Source: an optimization exercise on an open RTL-to-GDS flow (aim: small area and a short achievable clock period). Production flows keep margins and buffers that such runs may drop. Only simulation tests tie the RTL to the original design; equivalence was not proved.

==> design.v <==
module top_advanced (
    input  logic        clk,
    input  logic        rst_n,
    input  logic [15:0] primary_input_a,
    input  logic [15:0] primary_input_b,
    input  logic [15:0] primary_input_c,
    input  logic [15:0] primary_input_d,
    output logic [15:0] primary_output_x,
    output logic [15:0] primary_output_y,
    output logic [15:0] primary_output_z
);
    logic [15:0] n4;
    logic [15:0] n5;
    logic [15:0] r6;
    logic [15:0] n7;
    logic [15:0] n8;
    logic [15:0] r9;
    logic [15:0] n10;
    logic [15:0] n11;
    logic [15:0] n12;
    logic [15:0] n13;
    logic [15:0] n14;
    logic [15:0] r15;
    logic [15:0] n16;
    logic [15:0] n17;
    logic [15:0] r18;
    logic [15:0] n19;
    logic [15:0] n20;
    logic [15:0] n21;
    logic [15:0] n22;
    logic [15:0] n23;
    logic [15:0] r24;
    logic [15:0] n25;
    logic [15:0] r26;
    logic [15:0] r27;
    logic [15:0] n28;
    logic [15:0] n29;
    logic [15:0] n30;
    logic [15:0] n31;
    logic [15:0] n32;
    logic [15:0] n33;
    logic [15:0] r34;
    logic [15:0] n35;
    logic [15:0] n36;
    logic [15:0] r37;
    logic [15:0] n38;
    logic [15:0] n39;
    logic [15:0] n40;
    logic [15:0] n41;
    logic [15:0] n42;
    logic [15:0] r43;
    logic [15:0] n44;
    logic [15:0] r45;
    logic [15:0] r46;
    logic [15:0] n47;
    logic [15:0] n48;
    logic [15:0] n49;
    logic [15:0] n50;
    logic [15:0] n51;
    logic [15:0] n52;
    logic [15:0] n53;
    logic [15:0] n54;
    logic [15:0] n55;
    logic [15:0] n56;
    logic [15:0] n57;
    logic [15:0] n58;
    logic [15:0] n59;
    logic [15:0] r60;
    logic [15:0] n61;
    logic [15:0] n62;
    logic [15:0] r63;
    logic [15:0] n64;
    logic [15:0] n65;
    logic [15:0] n66;
    logic [15:0] n67;
    logic [15:0] n68;
    logic [15:0] r69;
    logic [15:0] n70;
    logic [15:0] n71;
    logic [15:0] r72;
    logic [15:0] n73;
    logic [15:0] n74;
    logic [15:0] n75;
    logic [15:0] n76;
    logic [15:0] n77;
    logic [15:0] r78;
    logic [15:0] n79;
    logic [15:0] r80;
    logic [15:0] r81;
    logic [15:0] n82;
    logic [15:0] n83;
    logic [15:0] n84;
    logic [15:0] n85;
    logic [15:0] n86;
    logic [15:0] n87;
    logic [15:0] r88;
    logic [15:0] n89;
    logic [15:0] n90;
    logic [15:0] r91;
    logic [15:0] n92;
    logic [15:0] n93;
    logic [15:0] n94;
    logic [15:0] n95;
    logic [15:0] n96;
    logic [15:0] r97;
    logic [15:0] n98;
    logic [15:0] r99;
    logic [15:0] r100;
    logic [15:0] n101;
    logic [15:0] n102;
    logic [15:0] n103;
    logic [15:0] n104;
    logic [15:0] n105;
    logic [15:0] n106;
    logic [15:0] n107;
    logic [15:0] n108;
    logic [15:0] n109;
    logic [15:0] n110;
    logic [15:0] n111;
    logic [15:0] n112;
    logic [15:0] r113;
    logic [15:0] r114;
    logic [15:0] n115;
    logic [15:0] r116;
    logic [15:0] n117;
    logic [15:0] r118;
    logic [15:0] n119;
    logic [15:0] n120;
    logic [15:0] r121;
    logic [15:0] n122;
    logic [15:0] r123;
    logic [15:0] n124;
    logic [15:0] r125;
    logic [15:0] n126;
    logic [15:0] r127;
    logic [15:0] r128;
    logic [15:0] r129;
    logic [15:0] n130;
    logic [15:0] r131;
    logic [15:0] n132;
    logic [15:0] r133;
    logic [15:0] n134;
    logic [15:0] r135;
    logic [15:0] n136;
    logic [15:0] r137;
    logic [15:0] r138;
    logic [15:0] r139;
    logic [15:0] r140;
    logic [15:0] n141;
    logic [15:0] n142;
    logic [15:0] n143;
    logic [15:0] n144;
    logic [15:0] n145;
    logic [15:0] n146;
    logic [15:0] r147;
    logic [15:0] r148;
    logic [15:0] n149;
    logic [15:0] r150;
    logic [15:0] n151;
    logic [15:0] r152;
    logic [15:0] n153;
    logic [15:0] n154;
    logic [15:0] r155;
    logic [15:0] n156;
    logic [15:0] r157;
    logic [15:0] n158;
    logic [15:0] r159;
    logic [15:0] n160;
    logic [15:0] r161;
    logic [15:0] r162;
    logic [15:0] r163;
    logic [15:0] n164;
    logic [15:0] r165;
    logic [15:0] n166;
    logic [15:0] r167;
    logic [15:0] n168;
    logic [15:0] r169;
    logic [15:0] n170;
    logic [15:0] r171;
    logic [15:0] r172;
    logic [15:0] r173;
    logic [15:0] r174;
    logic [15:0] n175;
    logic [15:0] n176;
    logic [15:0] n177;
    logic [15:0] n178;
    logic [15:0] n179;
    logic [15:0] n180;
    logic [15:0] n181;
    logic [15:0] n182;
    logic [15:0] n183;
    logic [15:0] n184;
    logic [15:0] n185;
    logic [15:0] n186;
    logic [15:0] n187;
    logic [15:0] r188;
    logic [15:0] n189;
    logic [15:0] n190;
    logic [15:0] r191;
    logic [15:0] n192;
    logic [15:0] n193;
    logic [15:0] n194;
    logic [15:0] n195;
    logic [15:0] n196;
    logic [15:0] r197;
    logic [15:0] n198;
    logic [15:0] n199;
    logic [15:0] r200;
    logic [15:0] n201;
    logic [15:0] n202;
    logic [15:0] n203;
    logic [15:0] n204;
    logic [15:0] n205;
    logic [15:0] r206;
    logic [15:0] n207;
    logic [15:0] r208;
    logic [15:0] r209;
    logic [15:0] n210;
    logic [15:0] n211;
    logic [15:0] n212;
    logic [15:0] n213;
    logic [15:0] n214;
    logic [15:0] n215;
    logic [15:0] r216;
    logic [15:0] n217;
    logic [15:0] n218;
    logic [15:0] r219;
    logic [15:0] n220;
    logic [15:0] n221;
    logic [15:0] n222;
    logic [15:0] n223;
    logic [15:0] n224;
    logic [15:0] n236;
    logic [15:0] n237;
    logic [15:0] n238;
    logic [15:0] r241;
    logic [15:0] r242;
    logic [15:0] n243;
    logic [15:0] r244;
    logic [15:0] n245;
    logic [15:0] r246;
    logic [15:0] n247;
    logic [15:0] n248;
    logic [15:0] r249;
    logic [15:0] n250;
    logic [15:0] r251;
    logic [15:0] n252;
    logic [15:0] r253;
    logic [15:0] n254;
    logic [15:0] r255;
    logic [15:0] r256;
    logic [15:0] r257;
    logic [15:0] n258;
    logic [15:0] r265;
    logic [15:0] r266;
    logic [15:0] r267;
    logic [15:0] r268;
    logic [15:0] n269;
    logic [15:0] n270;
    logic [15:0] n271;
    logic [15:0] n275;
    logic [15:0] n276;
    logic [15:0] n277;
    logic [15:0] n278;
    logic [15:0] r279;
    logic [15:0] r280;
    logic [15:0] r281;
    logic [15:0] n282;
    logic [15:0] n283;
    logic [15:0] n284;
    logic [15:0] n285;
    logic [15:0] n286;
    logic [15:0] n287;
    logic [15:0] n288;
    logic [15:0] n289;
    logic [15:0] r300;
    logic [15:0] n301;
    logic [15:0] r302;
    logic [15:0] r303;
    logic [15:0] n304;
    logic [15:0] n305;
    logic [15:0] n306;
    logic [15:0] n307;
    logic [15:0] n308;
    logic [15:0] n309;
    logic [15:0] r310;
    logic [15:0] n311;
    logic [15:0] n312;
    logic [15:0] r313;
    logic [15:0] n314;
    logic [15:0] n315;
    logic [15:0] n316;
    logic [15:0] n317;
    logic [15:0] n318;
    logic [15:0] n345;
    logic [15:0] n346;
    logic [15:0] r347;
    logic [15:0] n348;
    logic [15:0] n349;
    logic [15:0] n350;
    logic [15:0] n351;
    logic [15:0] n352;
    logic [15:0] r535;
    logic [15:0] n546;
    logic [15:0] r547;
    logic [15:0] n548;
    logic [15:0] n549;
    logic [15:0] r550;
    logic [15:0] n551;
    logic [15:0] n552;
    logic [15:0] n553;
    logic [15:0] n554;
    logic [15:0] n555;
    logic [15:0] r556;
    logic [15:0] n557;
    logic [15:0] r558;
    logic [15:0] r559;
    logic [15:0] n560;
    logic [15:0] n561;
    logic [15:0] n562;
    logic [15:0] n563;
    logic [15:0] n564;
    logic [15:0] n565;
    logic [15:0] r566;
    logic [15:0] n567;
    logic [15:0] n568;
    logic [15:0] r569;
    logic [15:0] n570;
    logic [15:0] n571;
    logic [15:0] n572;
    logic [15:0] n573;
    logic [15:0] n574;
    logic [15:0] r575;
    logic [15:0] n576;
    logic [15:0] r577;
    logic [15:0] r578;
    logic [15:0] n579;
    logic [15:0] n580;
    logic [15:0] n581;
    logic [15:0] n582;
    logic [15:0] n583;
    logic [15:0] n584;
    logic [15:0] n585;
    logic [15:0] n586;
    logic [15:0] n587;
    logic [15:0] n588;
    logic [15:0] n589;
    logic [15:0] n590;
    logic [15:0] n591;
    logic [15:0] r592;
    logic [15:0] n593;
    logic [15:0] n594;
    logic [15:0] r595;
    logic [15:0] n596;
    logic [15:0] n597;
    logic [15:0] n598;
    logic [15:0] n599;
    logic [15:0] n600;
    logic [15:0] n601;
    logic [15:0] n602;
    logic [15:0] r603;
    logic [15:0] n604;
    logic [15:0] n605;
    logic [15:0] n606;
    logic [15:0] n607;
    logic [15:0] n608;
    logic [15:0] r609;
    logic [15:0] n610;
    logic [15:0] r611;
    logic [15:0] r612;
    logic [15:0] n613;
    logic [15:0] n614;
    logic [15:0] n615;
    logic [15:0] n616;
    logic [15:0] n617;
    logic [15:0] n618;
    logic [15:0] r619;
    logic [15:0] n620;
    logic [15:0] n621;
    logic [15:0] r622;
    logic [15:0] n623;
    logic [15:0] n624;
    logic [15:0] n625;
    logic [15:0] n626;
    logic [15:0] n627;
    logic [15:0] r628;
    logic [15:0] n629;
    logic [15:0] r630;
    logic [15:0] r631;
    logic [15:0] n632;
    logic [15:0] n633;
    logic [15:0] n634;
    logic [15:0] n635;
    logic [15:0] n636;
    logic [15:0] n637;
    logic [15:0] n638;
    logic [15:0] n639;
    logic [15:0] n640;
    logic [15:0] n641;
    logic [15:0] n642;
    logic [15:0] n643;
    logic [15:0] r644;
    logic [15:0] r645;
    logic [15:0] n646;
    logic [15:0] r647;
    logic [15:0] n648;
    logic [15:0] r649;
    logic [15:0] n650;
    logic [15:0] n651;
    logic [15:0] r652;
    logic [15:0] n653;
    logic [15:0] r654;
    logic [15:0] n655;
    logic [15:0] r656;
    logic [15:0] n657;
    logic [15:0] r658;
    logic [15:0] r659;
    logic [15:0] r660;
    logic [15:0] n661;
    logic [15:0] r662;
    logic [15:0] n663;
    logic [15:0] r664;
    logic [15:0] n665;
    logic [15:0] r666;
    logic [15:0] n667;
    logic [15:0] r668;
    logic [15:0] r669;
    logic [15:0] r670;
    logic [15:0] r671;
    logic [15:0] n672;
    logic [15:0] n673;
    logic [15:0] n674;
    logic [15:0] n675;
    logic [15:0] n676;
    logic [15:0] n677;
    logic [15:0] r678;
    logic [15:0] r679;
    logic [15:0] n680;
    logic [15:0] r681;
    logic [15:0] n682;
    logic [15:0] r683;
    logic [15:0] n684;
    logic [15:0] n685;
    logic [15:0] r686;
    logic [15:0] n687;
    logic [15:0] r688;
    logic [15:0] n689;
    logic [15:0] r690;
    logic [15:0] n691;
    logic [15:0] r692;
    logic [15:0] r693;
    logic [15:0] r694;
    logic [15:0] n695;
    logic [15:0] r696;
    logic [15:0] n697;
    logic [15:0] r698;
    logic [15:0] n699;
    logic [15:0] r700;
    logic [15:0] n701;
    logic [15:0] r702;
    logic [15:0] r703;
    logic [15:0] r704;
    logic [15:0] r705;
    logic [15:0] n706;
    logic [15:0] n707;
    logic [15:0] n708;
    logic [15:0] n709;
    logic [15:0] n710;
    logic [15:0] n711;
    logic [15:0] n712;
    logic [15:0] n713;
    logic [15:0] n714;
    logic [15:0] n715;
    logic [15:0] n716;
    logic [15:0] n717;
    logic [15:0] n718;
    logic [15:0] r719;
    logic [15:0] n720;
    logic [15:0] n721;
    logic [15:0] r722;
    logic [15:0] n723;
    logic [15:0] n724;
    logic [15:0] n725;
    logic [15:0] n726;
    logic [15:0] n727;
    logic [15:0] r728;
    logic [15:0] n729;
    logic [15:0] n730;
    logic [15:0] r731;
    logic [15:0] n732;
    logic [15:0] n733;
    logic [15:0] n734;
    logic [15:0] n735;
    logic [15:0] n736;
    logic [15:0] n748;
    logic [15:0] n749;
    logic [15:0] n750;
    logic [15:0] r753;
    logic [15:0] r754;
    logic [15:0] n755;
    logic [15:0] r756;
    logic [15:0] n757;
    logic [15:0] r758;
    logic [15:0] n759;
    logic [15:0] n760;
    logic [15:0] r761;
    logic [15:0] n762;
    logic [15:0] r763;
    logic [15:0] n764;
    logic [15:0] r765;
    logic [15:0] n766;
    logic [15:0] r767;
    logic [15:0] r768;
    logic [15:0] r769;
    logic [15:0] n770;
    logic [15:0] r777;
    logic [15:0] r778;
    logic [15:0] r779;
    logic [15:0] r780;
    logic [15:0] n781;
    logic [15:0] n782;
    logic [15:0] n783;
    logic [15:0] n787;
    logic [15:0] n788;
    logic [15:0] n789;
    logic [15:0] n790;
    logic [15:0] r791;
    logic [15:0] r792;
    logic [15:0] n793;
    logic [15:0] n794;
    logic [15:0] n795;
    logic [15:0] n796;
    logic [15:0] n797;
    logic [15:0] n798;
    logic [15:0] n799;
    logic [15:0] n801;
    logic [15:0] r802;
    logic [15:0] n803;
    logic [15:0] n804;
    logic [15:0] r805;
    logic [15:0] n806;
    logic [15:0] n807;
    logic [15:0] n808;
    logic [15:0] n809;
    logic [15:0] n810;
    logic [15:0] r811;
    logic [15:0] n812;
    logic [15:0] n813;
    logic [15:0] r814;
    logic [15:0] n815;
    logic [15:0] n816;
    logic [15:0] n817;
    logic [15:0] n818;
    logic [15:0] n819;
    logic [15:0] r820;
    logic [15:0] n821;
    logic [15:0] r822;
    logic [15:0] r823;
    logic [15:0] n824;
    logic [15:0] n825;
    logic [15:0] n826;
    logic [15:0] n827;
    logic [15:0] n828;
    logic [15:0] n829;
    logic [15:0] n830;
    logic [15:0] n831;
    logic [15:0] n832;
    logic [15:0] n833;
    logic [15:0] n834;
    logic [15:0] n835;
    logic [15:0] n836;
    logic [15:0] r837;
    logic [15:0] n838;
    logic [15:0] n839;
    logic [15:0] r840;
    logic [15:0] n841;
    logic [15:0] n842;
    logic [15:0] n843;
    logic [15:0] n844;
    logic [15:0] n845;
    logic [15:0] r846;
    logic [15:0] n847;
    logic [15:0] r848;
    logic [15:0] r849;
    logic [15:0] n850;
    logic [15:0] n851;
    logic [15:0] n852;
    logic [15:0] n853;
    logic [15:0] n854;
    logic [15:0] n855;
    logic [15:0] r856;
    logic [15:0] n857;
    logic [15:0] n858;
    logic [15:0] r859;
    logic [15:0] n860;
    logic [15:0] n861;
    logic [15:0] n862;
    logic [15:0] n863;
    logic [15:0] n864;
    logic [15:0] r865;
    logic [15:0] n866;
    logic [15:0] r867;
    logic [15:0] r868;
    logic [15:0] n869;
    logic [15:0] n870;
    logic [15:0] n871;
    logic [15:0] n872;
    logic [15:0] n873;
    logic [15:0] n874;
    logic [15:0] n875;
    logic [15:0] n876;
    logic [15:0] n877;
    logic [15:0] n878;
    logic [15:0] n879;
    logic [15:0] n880;
    logic [15:0] r881;
    logic [15:0] r882;
    logic [15:0] n883;
    logic [15:0] r884;
    logic [15:0] n885;
    logic [15:0] r886;
    logic [15:0] n887;
    logic [15:0] n888;
    logic [15:0] r889;
    logic [15:0] n890;
    logic [15:0] r891;
    logic [15:0] n892;
    logic [15:0] r893;
    logic [15:0] n894;
    logic [15:0] r895;
    logic [15:0] r896;
    logic [15:0] r897;
    logic [15:0] n898;
    logic [15:0] r899;
    logic [15:0] n900;
    logic [15:0] r901;
    logic [15:0] n902;
    logic [15:0] r903;
    logic [15:0] n904;
    logic [15:0] r905;
    logic [15:0] r906;
    logic [15:0] r907;
    logic [15:0] r908;
    logic [15:0] n909;
    logic [15:0] n910;
    logic [15:0] n911;
    logic [15:0] n912;
    logic [15:0] n913;
    logic [15:0] n914;
    logic [15:0] r915;
    logic [15:0] r916;
    logic [15:0] n917;
    logic [15:0] r918;
    logic [15:0] n919;
    logic [15:0] r920;
    logic [15:0] n921;
    logic [15:0] n922;
    logic [15:0] r923;
    logic [15:0] n924;
    logic [15:0] r925;
    logic [15:0] n926;
    logic [15:0] r927;
    logic [15:0] n928;
    logic [15:0] r929;
    logic [15:0] r930;
    logic [15:0] r931;
    logic [15:0] n932;
    logic [15:0] r933;
    logic [15:0] n934;
    logic [15:0] r935;
    logic [15:0] n936;
    logic [15:0] r937;
    logic [15:0] n938;
    logic [15:0] r939;
    logic [15:0] r940;
    logic [15:0] r941;
    logic [15:0] r942;
    logic [15:0] n943;
    logic [15:0] n944;
    logic [15:0] n945;
    logic [15:0] n946;
    logic [15:0] n947;
    logic [15:0] n948;
    logic [15:0] n949;
    logic [15:0] n950;
    logic [15:0] n951;
    logic [15:0] n952;
    logic [15:0] n953;
    logic [15:0] n954;
    logic [15:0] n955;
    logic [15:0] r956;
    logic [15:0] n957;
    logic [15:0] n958;
    logic [15:0] r959;
    logic [15:0] n960;
    logic [15:0] n961;
    logic [15:0] n962;
    logic [15:0] n963;
    logic [15:0] n964;
    logic [15:0] r965;
    logic [15:0] n966;
    logic [15:0] n967;
    logic [15:0] r968;
    logic [15:0] n969;
    logic [15:0] n970;
    logic [15:0] n971;
    logic [15:0] n972;
    logic [15:0] n973;
    logic [15:0] r974;
    logic [15:0] n975;
    logic [15:0] r976;
    logic [15:0] r977;
    logic [15:0] n978;
    logic [15:0] n979;
    logic [15:0] n980;
    logic [15:0] n981;
    logic [15:0] n982;
    logic [15:0] n983;
    logic [15:0] r984;
    logic [15:0] n985;
    logic [15:0] n986;
    logic [15:0] r987;
    logic [15:0] n988;
    logic [15:0] n989;
    logic [15:0] n990;
    logic [15:0] n991;
    logic [15:0] n992;
    logic [15:0] n1004;
    logic [15:0] n1005;
    logic [15:0] n1006;
    logic [15:0] r1009;
    logic [15:0] r1010;
    logic [15:0] n1011;
    logic [15:0] r1012;
    logic [15:0] n1013;
    logic [15:0] r1014;
    logic [15:0] n1015;
    logic [15:0] n1016;
    logic [15:0] r1017;
    logic [15:0] n1018;
    logic [15:0] r1019;
    logic [15:0] n1020;
    logic [15:0] r1021;
    logic [15:0] n1022;
    logic [15:0] r1023;
    logic [15:0] r1024;
    logic [15:0] r1025;
    logic [15:0] n1026;
    logic [15:0] r1033;
    logic [15:0] r1034;
    logic [15:0] r1035;
    logic [15:0] r1036;
    logic [15:0] n1037;
    logic [15:0] n1038;
    logic [15:0] n1039;
    logic [15:0] n1043;
    logic [15:0] n1044;
    logic [15:0] n1045;
    logic [15:0] n1046;
    logic [15:0] r1293;
    logic [15:0] r1294;
    logic [15:0] r1295;
    logic [15:0] n1296;
    logic [15:0] n1297;
    logic [15:0] n1298;
    logic [15:0] n1299;
    logic [15:0] n1300;
    logic [15:0] r1301;
    logic [15:0] r1302;
    logic [15:0] r1303;
    logic [15:0] n1304;
    logic [15:0] n1305;
    logic [15:0] n1306;
    logic [15:0] n1307;
    logic [15:0] n1309;
    logic [15:0] n1310;
    logic [15:0] n1311;
    logic [15:0] n1312;
    logic [15:0] n1313;
    logic [15:0] n1314;
    logic [15:0] n1315;
    logic [15:0] n1316;
    assign n4 = primary_input_a ^ primary_input_d;
    assign n5 = primary_input_a ^ primary_input_b;
    assign n7 = r6 >> 4;
    assign n8 = r6 ^ n7;
    assign n10 = n5 + r9;
    assign n11 = {n5[14:0], n5[15]};
    assign n12 = r9 | n11;
    assign n13 = n8 + n12;
    assign n14 = n5 ^ n13;
    assign n16 = r15 >> 4;
    assign n17 = r15 ^ n16;
    assign n19 = primary_input_a + r18;
    assign n20 = {primary_input_a[14:0], primary_input_a[15]};
    assign n21 = r18 | n20;
    assign n22 = n17 + n21;
    assign n23 = primary_input_a ^ n22;
    assign n25 = primary_input_b | r24;
    assign n28 = r26 & r27;
    assign n29 = n25 + n28;
    assign n30 = n25 | r26;
    assign n31 = n25 ^ n28;
    assign n32 = primary_input_b << 1;
    assign n33 = n31 & n32;
    assign n35 = r34 >> 4;
    assign n36 = r34 ^ n35;
    assign n38 = n33 + r37;
    assign n39 = {n33[14:0], n33[15]};
    assign n40 = r37 | n39;
    assign n41 = n36 + n40;
    assign n42 = n33 ^ n41;
    assign n44 = n14 | r43;
    assign n47 = r45 & r46;
    assign n48 = n44 + n47;
    assign n49 = n44 | r45;
    assign n50 = n44 ^ n47;
    assign n51 = n14 << 1;
    assign n52 = n50 & n51;
    assign n53 = n14 + n33;
    assign n54 = n23 & n42;
    assign n55 = n5 & n14;
    assign n56 = n54 | n55;
    assign n57 = n33 | n53;
    assign n58 = n52 ^ n57;
    assign n59 = primary_input_b ^ n56;
    assign n61 = r60 >> 4;
    assign n62 = r60 ^ n61;
    assign n64 = n59 + r63;
    assign n65 = {n59[14:0], n59[15]};
    assign n66 = r63 | n65;
    assign n67 = n62 + n66;
    assign n68 = n59 ^ n67;
    assign n70 = r69 >> 4;
    assign n71 = r69 ^ n70;
    assign n73 = primary_input_b + r72;
    assign n74 = {primary_input_b[14:0], primary_input_b[15]};
    assign n75 = r72 | n74;
    assign n76 = n71 + n75;
    assign n77 = primary_input_b ^ n76;
    assign n79 = n56 | r78;
    assign n82 = r80 & r81;
    assign n83 = n79 + n82;
    assign n84 = n79 | r80;
    assign n85 = n79 ^ n82;
    assign n86 = n56 << 1;
    assign n87 = n85 & n86;
    assign n89 = r88 >> 4;
    assign n90 = r88 ^ n89;
    assign n92 = n87 + r91;
    assign n93 = {n87[14:0], n87[15]};
    assign n94 = r91 | n93;
    assign n95 = n90 + n94;
    assign n96 = n87 ^ n95;
    assign n98 = n68 | r97;
    assign n101 = r99 & r100;
    assign n102 = n98 + n101;
    assign n103 = n98 | r99;
    assign n104 = n98 ^ n101;
    assign n105 = n68 << 1;
    assign n106 = n104 & n105;
    assign n107 = n68 + n87;
    assign n108 = n77 & n96;
    assign n109 = n59 & n68;
    assign n110 = n108 | n109;
    assign n111 = n87 | n107;
    assign n112 = n106 ^ n111;
    assign n115 = r114 >> 2;
    assign n117 = r114 + r116;
    assign n119 = n56 ^ r118;
    assign n120 = r113 ^ n119;
    assign n122 = r121 >> 2;
    assign n124 = r121 + r123;
    assign n126 = n120 ^ r125;
    assign n130 = n120 ^ r129;
    assign n132 = r131 >> 2;
    assign n134 = r131 + r133;
    assign n136 = n130 ^ r135;
    assign n141 = n126 ^ r140;
    assign n142 = n119 + n120;
    assign n143 = n141 ^ n142;
    assign n144 = n56 ^ n130;
    assign n145 = n126 | n136;
    assign n146 = n144 | n145;
    assign n149 = r148 >> 2;
    assign n151 = r148 + r150;
    assign n153 = n112 ^ r152;
    assign n154 = r147 ^ n153;
    assign n156 = r155 >> 2;
    assign n158 = r155 + r157;
    assign n160 = n154 ^ r159;
    assign n164 = n154 ^ r163;
    assign n166 = r165 >> 2;
    assign n168 = r165 + r167;
    assign n170 = n164 ^ r169;
    assign n175 = n160 ^ r174;
    assign n176 = n153 + n154;
    assign n177 = n175 ^ n176;
    assign n178 = n112 ^ n164;
    assign n179 = n160 | n170;
    assign n180 = n178 | n179;
    assign n181 = n56 + n58;
    assign n182 = n143 | n146;
    assign n183 = n181 ^ n182;
    assign n184 = n110 & n112;
    assign n185 = n177 + n180;
    assign n186 = n184 | n185;
    assign n187 = primary_input_a ^ n183;
    assign n189 = r188 >> 4;
    assign n190 = r188 ^ n189;
    assign n192 = n187 + r191;
    assign n193 = {n187[14:0], n187[15]};
    assign n194 = r191 | n193;
    assign n195 = n190 + n194;
    assign n196 = n187 ^ n195;
    assign n198 = r197 >> 4;
    assign n199 = r197 ^ n198;
    assign n201 = n183 + r200;
    assign n202 = {n183[14:0], n183[15]};
    assign n203 = r200 | n202;
    assign n204 = n199 + n203;
    assign n205 = n183 ^ n204;
    assign n207 = primary_input_a | r206;
    assign n210 = r208 & r209;
    assign n211 = n207 + n210;
    assign n212 = n207 | r208;
    assign n213 = n207 ^ n210;
    assign n214 = primary_input_a << 1;
    assign n215 = n213 & n214;
    assign n217 = r216 >> 4;
    assign n218 = r216 ^ n217;
    assign n220 = n215 + r219;
    assign n221 = {n215[14:0], n215[15]};
    assign n222 = r219 | n221;
    assign n223 = n218 + n222;
    assign n224 = n215 ^ n223;
    assign n236 = n205 & n224;
    assign n237 = n187 & n196;
    assign n238 = n236 | n237;
    assign n243 = r242 >> 2;
    assign n245 = r242 + r244;
    assign n247 = n186 ^ r246;
    assign n248 = r241 ^ n247;
    assign n250 = r249 >> 2;
    assign n252 = r249 + r251;
    assign n254 = n248 ^ r253;
    assign n258 = n248 ^ r257;
    assign n269 = n254 ^ r268;
    assign n270 = n247 + n248;
    assign n271 = n269 ^ n270;
    assign n275 = n183 ^ n186;
    assign n276 = n238 | n271;
    assign n277 = n275 ^ n276;
    assign n278 = primary_input_a & n277;
    assign n282 = r281 >> 5;
    assign n283 = r279 | n282;
    assign n284 = primary_input_c & r280;
    assign n285 = r280 + n282;
    assign n286 = r279 ^ r281;
    assign n287 = n278 + n285;
    assign n288 = n286 & n287;
    assign n289 = n278 | n285;
    assign n301 = primary_input_c | r300;
    assign n304 = r302 & r303;
    assign n305 = n301 + n304;
    assign n306 = n301 | r302;
    assign n307 = n301 ^ n304;
    assign n308 = primary_input_c << 1;
    assign n309 = n307 & n308;
    assign n311 = r310 >> 4;
    assign n312 = r310 ^ n311;
    assign n314 = n309 + r313;
    assign n315 = {n309[14:0], n309[15]};
    assign n316 = r313 | n315;
    assign n317 = n312 + n316;
    assign n318 = n309 ^ n317;
    assign n345 = r279 >> 4;
    assign n346 = r279 ^ n345;
    assign n348 = primary_input_c + r347;
    assign n349 = {primary_input_c[14:0], primary_input_c[15]};
    assign n350 = r347 | n349;
    assign n351 = n346 + n350;
    assign n352 = primary_input_c ^ n351;
    assign n546 = primary_input_c ^ primary_input_d;
    assign n548 = r547 >> 4;
    assign n549 = r547 ^ n548;
    assign n551 = n546 + r550;
    assign n552 = {n546[14:0], n546[15]};
    assign n553 = r550 | n552;
    assign n554 = n549 + n553;
    assign n555 = n546 ^ n554;
    assign n557 = primary_input_d | r556;
    assign n560 = r558 & r559;
    assign n561 = n557 + n560;
    assign n562 = n557 | r558;
    assign n563 = n557 ^ n560;
    assign n564 = primary_input_d << 1;
    assign n565 = n563 & n564;
    assign n567 = r566 >> 4;
    assign n568 = r566 ^ n567;
    assign n570 = n565 + r569;
    assign n571 = {n565[14:0], n565[15]};
    assign n572 = r569 | n571;
    assign n573 = n568 + n572;
    assign n574 = n565 ^ n573;
    assign n576 = n555 | r575;
    assign n579 = r577 & r578;
    assign n580 = n576 + n579;
    assign n581 = n576 | r577;
    assign n582 = n576 ^ n579;
    assign n583 = n555 << 1;
    assign n584 = n582 & n583;
    assign n585 = n555 + n565;
    assign n586 = n352 & n574;
    assign n587 = n546 & n555;
    assign n588 = n586 | n587;
    assign n589 = n565 | n585;
    assign n590 = n584 ^ n589;
    assign n591 = primary_input_d ^ n588;
    assign n593 = r592 >> 4;
    assign n594 = r592 ^ n593;
    assign n596 = n591 + r595;
    assign n597 = {n591[14:0], n591[15]};
    assign n598 = r595 | n597;
    assign n599 = n594 + n598;
    assign n600 = n591 ^ n599;
    assign n601 = r535 >> 4;
    assign n602 = r535 ^ n601;
    assign n604 = primary_input_d + r603;
    assign n605 = {primary_input_d[14:0], primary_input_d[15]};
    assign n606 = r603 | n605;
    assign n607 = n602 + n606;
    assign n608 = primary_input_d ^ n607;
    assign n610 = n588 | r609;
    assign n613 = r611 & r612;
    assign n614 = n610 + n613;
    assign n615 = n610 | r611;
    assign n616 = n610 ^ n613;
    assign n617 = n588 << 1;
    assign n618 = n616 & n617;
    assign n620 = r619 >> 4;
    assign n621 = r619 ^ n620;
    assign n623 = n618 + r622;
    assign n624 = {n618[14:0], n618[15]};
    assign n625 = r622 | n624;
    assign n626 = n621 + n625;
    assign n627 = n618 ^ n626;
    assign n629 = n600 | r628;
    assign n632 = r630 & r631;
    assign n633 = n629 + n632;
    assign n634 = n629 | r630;
    assign n635 = n629 ^ n632;
    assign n636 = n600 << 1;
    assign n637 = n635 & n636;
    assign n638 = n600 + n618;
    assign n639 = n608 & n627;
    assign n640 = n591 & n600;
    assign n641 = n639 | n640;
    assign n642 = n618 | n638;
    assign n643 = n637 ^ n642;
    assign n646 = r645 >> 2;
    assign n648 = r645 + r647;
    assign n650 = n588 ^ r649;
    assign n651 = r644 ^ n650;
    assign n653 = r652 >> 2;
    assign n655 = r652 + r654;
    assign n657 = n651 ^ r656;
    assign n661 = n651 ^ r660;
    assign n663 = r662 >> 2;
    assign n665 = r662 + r664;
    assign n667 = n661 ^ r666;
    assign n672 = n657 ^ r671;
    assign n673 = n650 + n651;
    assign n674 = n672 ^ n673;
    assign n675 = n588 ^ n661;
    assign n676 = n657 | n667;
    assign n677 = n675 | n676;
    assign n680 = r679 >> 2;
    assign n682 = r679 + r681;
    assign n684 = n643 ^ r683;
    assign n685 = r678 ^ n684;
    assign n687 = r686 >> 2;
    assign n689 = r686 + r688;
    assign n691 = n685 ^ r690;
    assign n695 = n685 ^ r694;
    assign n697 = r696 >> 2;
    assign n699 = r696 + r698;
    assign n701 = n695 ^ r700;
    assign n706 = n691 ^ r705;
    assign n707 = n684 + n685;
    assign n708 = n706 ^ n707;
    assign n709 = n643 ^ n695;
    assign n710 = n691 | n701;
    assign n711 = n709 | n710;
    assign n712 = n588 + n590;
    assign n713 = n674 | n677;
    assign n714 = n712 ^ n713;
    assign n715 = n641 & n643;
    assign n716 = n708 + n711;
    assign n717 = n715 | n716;
    assign n718 = primary_input_c ^ n714;
    assign n720 = r719 >> 4;
    assign n721 = r719 ^ n720;
    assign n723 = n718 + r722;
    assign n724 = {n718[14:0], n718[15]};
    assign n725 = r722 | n724;
    assign n726 = n721 + n725;
    assign n727 = n718 ^ n726;
    assign n729 = r728 >> 4;
    assign n730 = r728 ^ n729;
    assign n732 = n714 + r731;
    assign n733 = {n714[14:0], n714[15]};
    assign n734 = r731 | n733;
    assign n735 = n730 + n734;
    assign n736 = n714 ^ n735;
    assign n748 = n318 & n736;
    assign n749 = n718 & n727;
    assign n750 = n748 | n749;
    assign n755 = r754 >> 2;
    assign n757 = r754 + r756;
    assign n759 = n717 ^ r758;
    assign n760 = r753 ^ n759;
    assign n762 = r761 >> 2;
    assign n764 = r761 + r763;
    assign n766 = n760 ^ r765;
    assign n770 = n760 ^ r769;
    assign n781 = n766 ^ r780;
    assign n782 = n759 + n760;
    assign n783 = n781 ^ n782;
    assign n787 = n714 ^ n717;
    assign n788 = n750 | n783;
    assign n789 = n787 ^ n788;
    assign n790 = primary_input_c & n789;
    assign n793 = r792 >> 5;
    assign n794 = r15 | n793;
    assign n795 = primary_input_a & r791;
    assign n796 = r791 + n793;
    assign n797 = r15 ^ r792;
    assign n798 = n790 + n796;
    assign n799 = n797 & n798;
    assign n801 = primary_input_a ^ n288;
    assign n803 = r802 >> 4;
    assign n804 = r802 ^ n803;
    assign n806 = n801 + r805;
    assign n807 = {n801[14:0], n801[15]};
    assign n808 = r805 | n807;
    assign n809 = n804 + n808;
    assign n810 = n801 ^ n809;
    assign n812 = r811 >> 4;
    assign n813 = r811 ^ n812;
    assign n815 = n288 + r814;
    assign n816 = {n288[14:0], n288[15]};
    assign n817 = r814 | n816;
    assign n818 = n813 + n817;
    assign n819 = n288 ^ n818;
    assign n821 = n810 | r820;
    assign n824 = r822 & r823;
    assign n825 = n821 + n824;
    assign n826 = n821 | r822;
    assign n827 = n821 ^ n824;
    assign n828 = n810 << 1;
    assign n829 = n827 & n828;
    assign n830 = n215 + n810;
    assign n831 = n224 & n819;
    assign n832 = n801 & n810;
    assign n833 = n831 | n832;
    assign n834 = n215 | n830;
    assign n835 = n829 ^ n834;
    assign n836 = primary_input_a ^ n833;
    assign n838 = r837 >> 4;
    assign n839 = r837 ^ n838;
    assign n841 = n836 + r840;
    assign n842 = {n836[14:0], n836[15]};
    assign n843 = r840 | n842;
    assign n844 = n839 + n843;
    assign n845 = n836 ^ n844;
    assign n847 = n833 | r846;
    assign n850 = r848 & r849;
    assign n851 = n847 + n850;
    assign n852 = n847 | r848;
    assign n853 = n847 ^ n850;
    assign n854 = n833 << 1;
    assign n855 = n853 & n854;
    assign n857 = r856 >> 4;
    assign n858 = r856 ^ n857;
    assign n860 = n855 + r859;
    assign n861 = {n855[14:0], n855[15]};
    assign n862 = r859 | n861;
    assign n863 = n858 + n862;
    assign n864 = n855 ^ n863;
    assign n866 = n845 | r865;
    assign n869 = r867 & r868;
    assign n870 = n866 + n869;
    assign n871 = n866 | r867;
    assign n872 = n866 ^ n869;
    assign n873 = n845 << 1;
    assign n874 = n872 & n873;
    assign n875 = n845 + n855;
    assign n876 = n23 & n864;
    assign n877 = n836 & n845;
    assign n878 = n876 | n877;
    assign n879 = n855 | n875;
    assign n880 = n874 ^ n879;
    assign n883 = r882 >> 2;
    assign n885 = r882 + r884;
    assign n887 = n833 ^ r886;
    assign n888 = r881 ^ n887;
    assign n890 = r889 >> 2;
    assign n892 = r889 + r891;
    assign n894 = n888 ^ r893;
    assign n898 = n888 ^ r897;
    assign n900 = r899 >> 2;
    assign n902 = r899 + r901;
    assign n904 = n898 ^ r903;
    assign n909 = n894 ^ r908;
    assign n910 = n887 + n888;
    assign n911 = n909 ^ n910;
    assign n912 = n833 ^ n898;
    assign n913 = n894 | n904;
    assign n914 = n912 | n913;
    assign n917 = r916 >> 2;
    assign n919 = r916 + r918;
    assign n921 = n880 ^ r920;
    assign n922 = r915 ^ n921;
    assign n924 = r923 >> 2;
    assign n926 = r923 + r925;
    assign n928 = n922 ^ r927;
    assign n932 = n922 ^ r931;
    assign n934 = r933 >> 2;
    assign n936 = r933 + r935;
    assign n938 = n932 ^ r937;
    assign n943 = n928 ^ r942;
    assign n944 = n921 + n922;
    assign n945 = n943 ^ n944;
    assign n946 = n880 ^ n932;
    assign n947 = n928 | n938;
    assign n948 = n946 | n947;
    assign n949 = n833 + n835;
    assign n950 = n911 | n914;
    assign n951 = n949 ^ n950;
    assign n952 = n878 & n880;
    assign n953 = n945 + n948;
    assign n954 = n952 | n953;
    assign n955 = n288 ^ n951;
    assign n957 = r956 >> 4;
    assign n958 = r956 ^ n957;
    assign n960 = n955 + r959;
    assign n961 = {n955[14:0], n955[15]};
    assign n962 = r959 | n961;
    assign n963 = n958 + n962;
    assign n964 = n955 ^ n963;
    assign n966 = r965 >> 4;
    assign n967 = r965 ^ n966;
    assign n969 = n951 + r968;
    assign n970 = {n951[14:0], n951[15]};
    assign n971 = r968 | n970;
    assign n972 = n967 + n971;
    assign n973 = n951 ^ n972;
    assign n975 = n288 | r974;
    assign n978 = r976 & r977;
    assign n979 = n975 + n978;
    assign n980 = n975 | r976;
    assign n981 = n975 ^ n978;
    assign n982 = n288 << 1;
    assign n983 = n981 & n982;
    assign n985 = r984 >> 4;
    assign n986 = r984 ^ n985;
    assign n988 = n983 + r987;
    assign n989 = {n983[14:0], n983[15]};
    assign n990 = r987 | n989;
    assign n991 = n986 + n990;
    assign n992 = n983 ^ n991;
    assign n1004 = n973 & n992;
    assign n1005 = n955 & n964;
    assign n1006 = n1004 | n1005;
    assign n1011 = r1010 >> 2;
    assign n1013 = r1010 + r1012;
    assign n1015 = n954 ^ r1014;
    assign n1016 = r1009 ^ n1015;
    assign n1018 = r1017 >> 2;
    assign n1020 = r1017 + r1019;
    assign n1022 = n1016 ^ r1021;
    assign n1026 = n1016 ^ r1025;
    assign n1037 = n1022 ^ r1036;
    assign n1038 = n1015 + n1016;
    assign n1039 = n1037 ^ n1038;
    assign n1043 = n951 ^ n954;
    assign n1044 = n1006 | n1039;
    assign n1045 = n1043 ^ n1044;
    assign n1046 = n288 & n1045;
    assign n1296 = r1295 >> 5;
    assign n1297 = r1293 | n1296;
    assign n1298 = n4 & r1294;
    assign n1299 = r1294 + n1296;
    assign n1300 = r1293 ^ r1295;
    assign n1304 = r1303 >> 5;
    assign n1305 = r1301 | n1304;
    assign n1306 = n790 & r1302;
    assign n1307 = r1302 + n1304;
    assign n1309 = n288 + n790;
    assign n1310 = n1299 & n1300;
    assign n1311 = n4 | n289;
    assign n1312 = n1309 ^ n1311;
    assign n1313 = n1046 & n1309;
    assign n1314 = n1307 + n1313;
    assign n1315 = primary_input_b | n1310;
    assign n1316 = n799 ^ n1315;
    assign primary_output_x = n1312;
    assign primary_output_y = n1314;
    assign primary_output_z = n1316;
    always_ff @(posedge clk or negedge rst_n) begin
        if (!rst_n) begin
            r6 <= 16'd0;
            r9 <= 16'd0;
            r15 <= 16'd0;
            r18 <= 16'd0;
            r24 <= 16'd0;
            r26 <= 16'd0;
            r27 <= 16'd0;
            r34 <= 16'd0;
            r37 <= 16'd0;
            r43 <= 16'd0;
            r45 <= 16'd0;
            r46 <= 16'd0;
            r60 <= 16'd0;
            r63 <= 16'd0;
            r69 <= 16'd0;
            r72 <= 16'd0;
            r78 <= 16'd0;
            r80 <= 16'd0;
            r81 <= 16'd0;
            r88 <= 16'd0;
            r91 <= 16'd0;
            r97 <= 16'd0;
            r99 <= 16'd0;
            r100 <= 16'd0;
            r113 <= 16'd0;
            r114 <= 16'd0;
            r116 <= 16'd0;
            r118 <= 16'd0;
            r121 <= 16'd0;
            r123 <= 16'd0;
            r125 <= 16'd0;
            r127 <= 16'd0;
            r128 <= 16'd0;
            r129 <= 16'd0;
            r131 <= 16'd0;
            r133 <= 16'd0;
            r135 <= 16'd0;
            r137 <= 16'd0;
            r138 <= 16'd0;
            r139 <= 16'd0;
            r140 <= 16'd0;
            r147 <= 16'd0;
            r148 <= 16'd0;
            r150 <= 16'd0;
            r152 <= 16'd0;
            r155 <= 16'd0;
            r157 <= 16'd0;
            r159 <= 16'd0;
            r161 <= 16'd0;
            r162 <= 16'd0;
            r163 <= 16'd0;
            r165 <= 16'd0;
            r167 <= 16'd0;
            r169 <= 16'd0;
            r171 <= 16'd0;
            r172 <= 16'd0;
            r173 <= 16'd0;
            r174 <= 16'd0;
            r188 <= 16'd0;
            r191 <= 16'd0;
            r197 <= 16'd0;
            r200 <= 16'd0;
            r206 <= 16'd0;
            r208 <= 16'd0;
            r209 <= 16'd0;
            r216 <= 16'd0;
            r219 <= 16'd0;
            r241 <= 16'd0;
            r242 <= 16'd0;
            r244 <= 16'd0;
            r246 <= 16'd0;
            r249 <= 16'd0;
            r251 <= 16'd0;
            r253 <= 16'd0;
            r255 <= 16'd0;
            r256 <= 16'd0;
            r257 <= 16'd0;
            r265 <= 16'd0;
            r266 <= 16'd0;
            r267 <= 16'd0;
            r268 <= 16'd0;
            r279 <= 16'd0;
            r280 <= 16'd0;
            r281 <= 16'd0;
            r300 <= 16'd0;
            r302 <= 16'd0;
            r303 <= 16'd0;
            r310 <= 16'd0;
            r313 <= 16'd0;
            r347 <= 16'd0;
            r535 <= 16'd0;
            r547 <= 16'd0;
            r550 <= 16'd0;
            r556 <= 16'd0;
            r558 <= 16'd0;
            r559 <= 16'd0;
            r566 <= 16'd0;
            r569 <= 16'd0;
            r575 <= 16'd0;
            r577 <= 16'd0;
            r578 <= 16'd0;
            r592 <= 16'd0;
            r595 <= 16'd0;
            r603 <= 16'd0;
            r609 <= 16'd0;
            r611 <= 16'd0;
            r612 <= 16'd0;
            r619 <= 16'd0;
            r622 <= 16'd0;
            r628 <= 16'd0;
            r630 <= 16'd0;
            r631 <= 16'd0;
            r644 <= 16'd0;
            r645 <= 16'd0;
            r647 <= 16'd0;
            r649 <= 16'd0;
            r652 <= 16'd0;
            r654 <= 16'd0;
            r656 <= 16'd0;
            r658 <= 16'd0;
            r659 <= 16'd0;
            r660 <= 16'd0;
            r662 <= 16'd0;
            r664 <= 16'd0;
            r666 <= 16'd0;
            r668 <= 16'd0;
            r669 <= 16'd0;
            r670 <= 16'd0;
            r671 <= 16'd0;
            r678 <= 16'd0;
            r679 <= 16'd0;
            r681 <= 16'd0;
            r683 <= 16'd0;
            r686 <= 16'd0;
            r688 <= 16'd0;
            r690 <= 16'd0;
            r692 <= 16'd0;
            r693 <= 16'd0;
            r694 <= 16'd0;
            r696 <= 16'd0;
            r698 <= 16'd0;
            r700 <= 16'd0;
            r702 <= 16'd0;
            r703 <= 16'd0;
            r704 <= 16'd0;
            r705 <= 16'd0;
            r719 <= 16'd0;
            r722 <= 16'd0;
            r728 <= 16'd0;
            r731 <= 16'd0;
            r753 <= 16'd0;
            r754 <= 16'd0;
            r756 <= 16'd0;
            r758 <= 16'd0;
            r761 <= 16'd0;
            r763 <= 16'd0;
            r765 <= 16'd0;
            r767 <= 16'd0;
            r768 <= 16'd0;
            r769 <= 16'd0;
            r777 <= 16'd0;
            r778 <= 16'd0;
            r779 <= 16'd0;
            r780 <= 16'd0;
            r791 <= 16'd0;
            r792 <= 16'd0;
            r802 <= 16'd0;
            r805 <= 16'd0;
            r811 <= 16'd0;
            r814 <= 16'd0;
            r820 <= 16'd0;
            r822 <= 16'd0;
            r823 <= 16'd0;
            r837 <= 16'd0;
            r840 <= 16'd0;
            r846 <= 16'd0;
            r848 <= 16'd0;
            r849 <= 16'd0;
            r856 <= 16'd0;
            r859 <= 16'd0;
            r865 <= 16'd0;
            r867 <= 16'd0;
            r868 <= 16'd0;
            r881 <= 16'd0;
            r882 <= 16'd0;
            r884 <= 16'd0;
            r886 <= 16'd0;
            r889 <= 16'd0;
            r891 <= 16'd0;
            r893 <= 16'd0;
            r895 <= 16'd0;
            r896 <= 16'd0;
            r897 <= 16'd0;
            r899 <= 16'd0;
            r901 <= 16'd0;
            r903 <= 16'd0;
            r905 <= 16'd0;
            r906 <= 16'd0;
            r907 <= 16'd0;
            r908 <= 16'd0;
            r915 <= 16'd0;
            r916 <= 16'd0;
            r918 <= 16'd0;
            r920 <= 16'd0;
            r923 <= 16'd0;
            r925 <= 16'd0;
            r927 <= 16'd0;
            r929 <= 16'd0;
            r930 <= 16'd0;
            r931 <= 16'd0;
            r933 <= 16'd0;
            r935 <= 16'd0;
            r937 <= 16'd0;
            r939 <= 16'd0;
            r940 <= 16'd0;
            r941 <= 16'd0;
            r942 <= 16'd0;
            r956 <= 16'd0;
            r959 <= 16'd0;
            r965 <= 16'd0;
            r968 <= 16'd0;
            r974 <= 16'd0;
            r976 <= 16'd0;
            r977 <= 16'd0;
            r984 <= 16'd0;
            r987 <= 16'd0;
            r1009 <= 16'd0;
            r1010 <= 16'd0;
            r1012 <= 16'd0;
            r1014 <= 16'd0;
            r1017 <= 16'd0;
            r1019 <= 16'd0;
            r1021 <= 16'd0;
            r1023 <= 16'd0;
            r1024 <= 16'd0;
            r1025 <= 16'd0;
            r1033 <= 16'd0;
            r1034 <= 16'd0;
            r1035 <= 16'd0;
            r1036 <= 16'd0;
            r1293 <= 16'd0;
            r1294 <= 16'd0;
            r1295 <= 16'd0;
            r1301 <= 16'd0;
            r1302 <= 16'd0;
            r1303 <= 16'd0;
        end else begin
            r6 <= n5;
            r9 <= n10;
            r15 <= primary_input_a;
            r18 <= n19;
            r24 <= n31;
            r26 <= n29;
            r27 <= n30;
            r34 <= n33;
            r37 <= n38;
            r43 <= n50;
            r45 <= n48;
            r46 <= n49;
            r60 <= n59;
            r63 <= n64;
            r69 <= primary_input_b;
            r72 <= n73;
            r78 <= n85;
            r80 <= n83;
            r81 <= n84;
            r88 <= n87;
            r91 <= n92;
            r97 <= n104;
            r99 <= n102;
            r100 <= n103;
            r113 <= n130;
            r114 <= n56;
            r116 <= n115;
            r118 <= n117;
            r121 <= n120;
            r123 <= n122;
            r125 <= n124;
            r127 <= r121;
            r128 <= r127;
            r129 <= r128;
            r131 <= n130;
            r133 <= n132;
            r135 <= n134;
            r137 <= n126;
            r138 <= r137;
            r139 <= r138;
            r140 <= r139;
            r147 <= n164;
            r148 <= n112;
            r150 <= n149;
            r152 <= n151;
            r155 <= n154;
            r157 <= n156;
            r159 <= n158;
            r161 <= r155;
            r162 <= r161;
            r163 <= r162;
            r165 <= n164;
            r167 <= n166;
            r169 <= n168;
            r171 <= n160;
            r172 <= r171;
            r173 <= r172;
            r174 <= r173;
            r188 <= n187;
            r191 <= n192;
            r197 <= n183;
            r200 <= n201;
            r206 <= n213;
            r208 <= n211;
            r209 <= n212;
            r216 <= n215;
            r219 <= n220;
            r241 <= n258;
            r242 <= n186;
            r244 <= n243;
            r246 <= n245;
            r249 <= n248;
            r251 <= n250;
            r253 <= n252;
            r255 <= r249;
            r256 <= r255;
            r257 <= r256;
            r265 <= n254;
            r266 <= r265;
            r267 <= r266;
            r268 <= r267;
            r279 <= primary_input_c;
            r280 <= n283;
            r281 <= n284;
            r300 <= n307;
            r302 <= n305;
            r303 <= n306;
            r310 <= n309;
            r313 <= n314;
            r347 <= n348;
            r535 <= primary_input_d;
            r547 <= n546;
            r550 <= n551;
            r556 <= n563;
            r558 <= n561;
            r559 <= n562;
            r566 <= n565;
            r569 <= n570;
            r575 <= n582;
            r577 <= n580;
            r578 <= n581;
            r592 <= n591;
            r595 <= n596;
            r603 <= n604;
            r609 <= n616;
            r611 <= n614;
            r612 <= n615;
            r619 <= n618;
            r622 <= n623;
            r628 <= n635;
            r630 <= n633;
            r631 <= n634;
            r644 <= n661;
            r645 <= n588;
            r647 <= n646;
            r649 <= n648;
            r652 <= n651;
            r654 <= n653;
            r656 <= n655;
            r658 <= r652;
            r659 <= r658;
            r660 <= r659;
            r662 <= n661;
            r664 <= n663;
            r666 <= n665;
            r668 <= n657;
            r669 <= r668;
            r670 <= r669;
            r671 <= r670;
            r678 <= n695;
            r679 <= n643;
            r681 <= n680;
            r683 <= n682;
            r686 <= n685;
            r688 <= n687;
            r690 <= n689;
            r692 <= r686;
            r693 <= r692;
            r694 <= r693;
            r696 <= n695;
            r698 <= n697;
            r700 <= n699;
            r702 <= n691;
            r703 <= r702;
            r704 <= r703;
            r705 <= r704;
            r719 <= n718;
            r722 <= n723;
            r728 <= n714;
            r731 <= n732;
            r753 <= n770;
            r754 <= n717;
            r756 <= n755;
            r758 <= n757;
            r761 <= n760;
            r763 <= n762;
            r765 <= n764;
            r767 <= r761;
            r768 <= r767;
            r769 <= r768;
            r777 <= n766;
            r778 <= r777;
            r779 <= r778;
            r780 <= r779;
            r791 <= n794;
            r792 <= n795;
            r802 <= n801;
            r805 <= n806;
            r811 <= n288;
            r814 <= n815;
            r820 <= n827;
            r822 <= n825;
            r823 <= n826;
            r837 <= n836;
            r840 <= n841;
            r846 <= n853;
            r848 <= n851;
            r849 <= n852;
            r856 <= n855;
            r859 <= n860;
            r865 <= n872;
            r867 <= n870;
            r868 <= n871;
            r881 <= n898;
            r882 <= n833;
            r884 <= n883;
            r886 <= n885;
            r889 <= n888;
            r891 <= n890;
            r893 <= n892;
            r895 <= r889;
            r896 <= r895;
            r897 <= r896;
            r899 <= n898;
            r901 <= n900;
            r903 <= n902;
            r905 <= n894;
            r906 <= r905;
            r907 <= r906;
            r908 <= r907;
            r915 <= n932;
            r916 <= n880;
            r918 <= n917;
            r920 <= n919;
            r923 <= n922;
            r925 <= n924;
            r927 <= n926;
            r929 <= r923;
            r930 <= r929;
            r931 <= r930;
            r933 <= n932;
            r935 <= n934;
            r937 <= n936;
            r939 <= n928;
            r940 <= r939;
            r941 <= r940;
            r942 <= r941;
            r956 <= n955;
            r959 <= n960;
            r965 <= n951;
            r968 <= n969;
            r974 <= n981;
            r976 <= n979;
            r977 <= n980;
            r984 <= n983;
            r987 <= n988;
            r1009 <= n1026;
            r1010 <= n954;
            r1012 <= n1011;
            r1014 <= n1013;
            r1017 <= n1016;
            r1019 <= n1018;
            r1021 <= n1020;
            r1023 <= r1017;
            r1024 <= r1023;
            r1025 <= r1024;
            r1033 <= n1022;
            r1034 <= r1033;
            r1035 <= r1034;
            r1036 <= r1035;
            r1293 <= n4;
            r1294 <= n1297;
            r1295 <= n1298;
            r1301 <= n790;
            r1302 <= n1305;
            r1303 <= n1306;
        end
    end
endmodule
==> run.sh <==
#!/bin/bash
# synth_recipe.tcl (not shown) runs the flow's synth.tcl, then flattens the netlist and writes it again
# the make line also repeats each setting of config.mk as NAME=value (left out here)
make -C /OpenROAD-flow-scripts/flow DESIGN_CONFIG=/design/flow/config.mk WORK_HOME=/design/flow/orfs CLKGATE_MAP_FILE= SYNTH_SCRIPT=/design/flow/synth_recipe.tcl finish
==> config.mk <==
export PLATFORM = sky130hd
export DESIGN_NAME = top_advanced
export DESIGN_NICKNAME = top_advanced
export VERILOG_FILES = /design/flow/design.v
export SDC_FILE = /design/flow/constraint.sdc
export NUM_CORES = 4
export LEC_CHECK = 0
export CAP_MARGIN = 20
export CORE_MARGIN = 2
export CORE_UTILIZATION = 35
export SLEW_MARGIN = 20
==> constraint.sdc <==
create_clock -name core_clock -period 55.0 [get_ports {clk}]
set_input_delay 11.0000 -clock core_clock [delete_from_list [all_inputs] [get_ports {clk}]]
set_output_delay 11.0000 -clock core_clock [all_outputs]
set_load 0.01 [all_outputs]
==> notes.md <==
[what timing repair did]
| action | in CTS | in global routing |
|---|---|---|
| setup buffers | 0 | 4 |
| endpoints found under the setup margin | 0 | 10 |
| resized for setup | 0 | 23 |
[placed cells by master (no fill, tap or decap), drive strengths merged, types with 161 or more instances in the layout]
cell / n
o21ai: 467
xnor2: 2094
o21bai: 597
nor2: 678
a21o: 407
a21oi: 1237
buf: 253
or3: 251
nand2: 465
nor2b: 175
or2: 541
and2: 331
dfrtp: 3631
nor3: 183
nand2b: 369
nand3: 161
clkbuf: 558
xor2: 1021
inv: 1534
ha: 1772
[through the flow]
| stage | std cells | cell area [µm²] |
|---|---|---|
| 2_1_floorplan | 17300 | 191000 |
| 3_3_place_gp | 24800 | 203000 |
| 3_5_place_dp | 24800 | 203000 |
| 4_1_cts | 25500 | 217000 |
| 5_1_grt | 25500 | 217000 |
| 6_report | 25500 | 217000 |
[layer usage]
| metal | vias to the layer above | wire length (µm) | track usage (%) |
|---|---|---|---|
| li1 | 59800 | - | - |
| met1 | 61700 | 247000 | 26.8 |
| met2 | 2395 | 233000 | 29.5 |
| met3 | 689 | 26900 | 2.93 |
| met4 | 12 | 19400 | 6.10 |
| met5 | - | 74 | 0 |
[area by class of cell]
| class | instances | area, µm² |
|---|---|---|
| fill | 52200 | 327000 |
| multi-input combinational | 12000 | 94600 |
| sequential | 3631 | 90900 |
| clock buffer | 558 | 11500 |
| tap | 7234 | 9050 |
| inverter | 1518 | 5700 |
| timing repair buffer | 365 | 3140 |
| clock inverter | 167 | 2550 |
| antenna | 18 | 45.0 |
[how the worst min path moves through the flow]
stage                    from        end  slack, ps  depth (start not counted)
global placement      r658[0]    r659[0]        330                          0
floorplan            r1023[0]   r1024[0]        330                          0
global route        r1301[13]  r1302[13]        280                          0
detailed placement  r1034[15]  r1035[15]        330                          0
CTS                 r1301[13]  r1302[13]        270                          0
finish              r1301[13]  r1302[13]        260                          0
[logic make-up after synthesis]
kind of cell	Yosys count	share of synthesized area (%)
AO/OA/AOI/OAI	3431	11.5
XOR/XNOR	3144	14.6
adder cells (fa/ha/maj)	1900	12.9
flip-flops	3631	47.5
buffers and inverters	1629	3.21
multiplexers	94	0.517
AND/OR/NAND/NOR	3441	9.69
==> flow_summary.toml <==
[status]
status = "complete, no violations"

[detailed_routing]
firstDrtPassIters = 6
routed_wl_um = 526000
route.detailed.drc = 0
postRouteAntennaNets = 0
via_per_inst = 4.89
post_drt_wl_per_cell_um = 20.6
vias = 125000
first_iter_violations = 8939

[timing]
fin_ws_ps = 2250
fmax_mhz = 19.0
fin_worst_skew_ps = 130
period_share_pct = 95.9
hold_viol = 0
setup-violations-final = 0
slew_headroom_pct = 16.8
fin_setup_tns_ps = 0
holdWs_ps = 264
finalMaxSlewViolations = 0
tightest_slew_ps = 1230
fin_crit_ps = 52750

[setup_path]
cp.required_ps = 44000
cp_common_cell = "a21oi_1"
rr_endpoint = "r1009[14]"
crit_arrival_ps = 41750
slowest_stage = "clkdlybuf4s50_1"
cp.depth = 146
crit_fanout = 8
slowest_delay_ps = 650
path_buf_inv = 9
cp_top_family = "compound AO/OA/AOI/OAI gates"
critPathLaunch = "primary_input_a[0]"
cp-start-kind = "input pin"
endpoint = "primary_output_y[15]"
rrSetupSlack_ps = 27160
ff2ff_path_depth = 132
critPathKind = "in2out"
cp-end-kind = "output port"
r2r-start = "r9[1]"

[floorplan]
initial_utilization_pct = 35.1
core-area_um2 = 545000
die_area_um2 = 552000
rows = 271
die_w_um = 743
fp.dieH_um = 743
io_pins = 114

[cells_and_area]
post-route-util_pct = 39.9
layout-drive-gt1-share_pct = 8.75
nNetsFinal = 19900
area_delta_synth_final_pct = 13.7

[run]
drv_cap = 0

[yosys]
synth_area_leader_cell = "dfrtp_1"
syn_area_um2 = 191000
ys_top_cells_by_area = "dfrtp_1, ha_1, xnor2_1"
synth_top_area_share_pct = 47.5
async_reset_ff_share_pct = 100
syn_nets = 19200
ys_seq_area_share_pct = 47.5
synth.top_cells.by_count = "dfrtp_1, xnor2_1, ha_1"
syn_area_per_cell_um2 = 11.1
syn_inst = 17300
ys_ff_latch = 3631
synth_edf_count = 0
synthFlopType = "dfrtp_1"
synth.most_common_cell = "dfrtp_1"
ys_warn_count = 1
ys_types = 110

[global_routing]
grt-ovfl-total = 0
grt_first_pass_wirelength_um = 793000
grt_pass1_vias = 126000
grt_antenna_before_repair = 42
track_usage_pct = 18.9
grt_max_degree = 183

[clock_network]
path_clk_slew_ps = 60
cts_buffers = 395
htreeDepth = 5
cts_buffer_depth = 4
cts_tree = "done"
clk_latency_ps = 1050
cts_sinks = 3631
holdBufCountCts = 0
cts_root_buf = "clkbuf_16"

[placement]
dp_hpwl_um = 414000
place_ws_ps = 576
port_buffers = 113
gp_congestion = 0.898

[min_path]
hp-class = "reg2reg"

==> what the ideal ports hide <==
Ports are ideal in the flow. The routed layout listed here was re-timed in OpenROAD.
Step 1: set_driving_cell puts a clkbuf_16 on clk and a buf_2 on each other input, an assumption about the parent block.
Step 2 also shifts input and output timing later by t, the mid clock arrival at the registers, as if the neighbouring blocks saw the same clock.
Three values: ideal, step 1, step 2; two values: the first two.
t, ns: 1.097
setup slack, ns: 2.253 / 2.084 / 2.084
clock arrival spread, ns: 0.129 / 0.129
cell pins on the clock port's net: 1
After both steps this run still meets setup and hold. For this run, drivers alone change the setup slack by -0.169 ns; drivers and shift together by -0.169 ns.
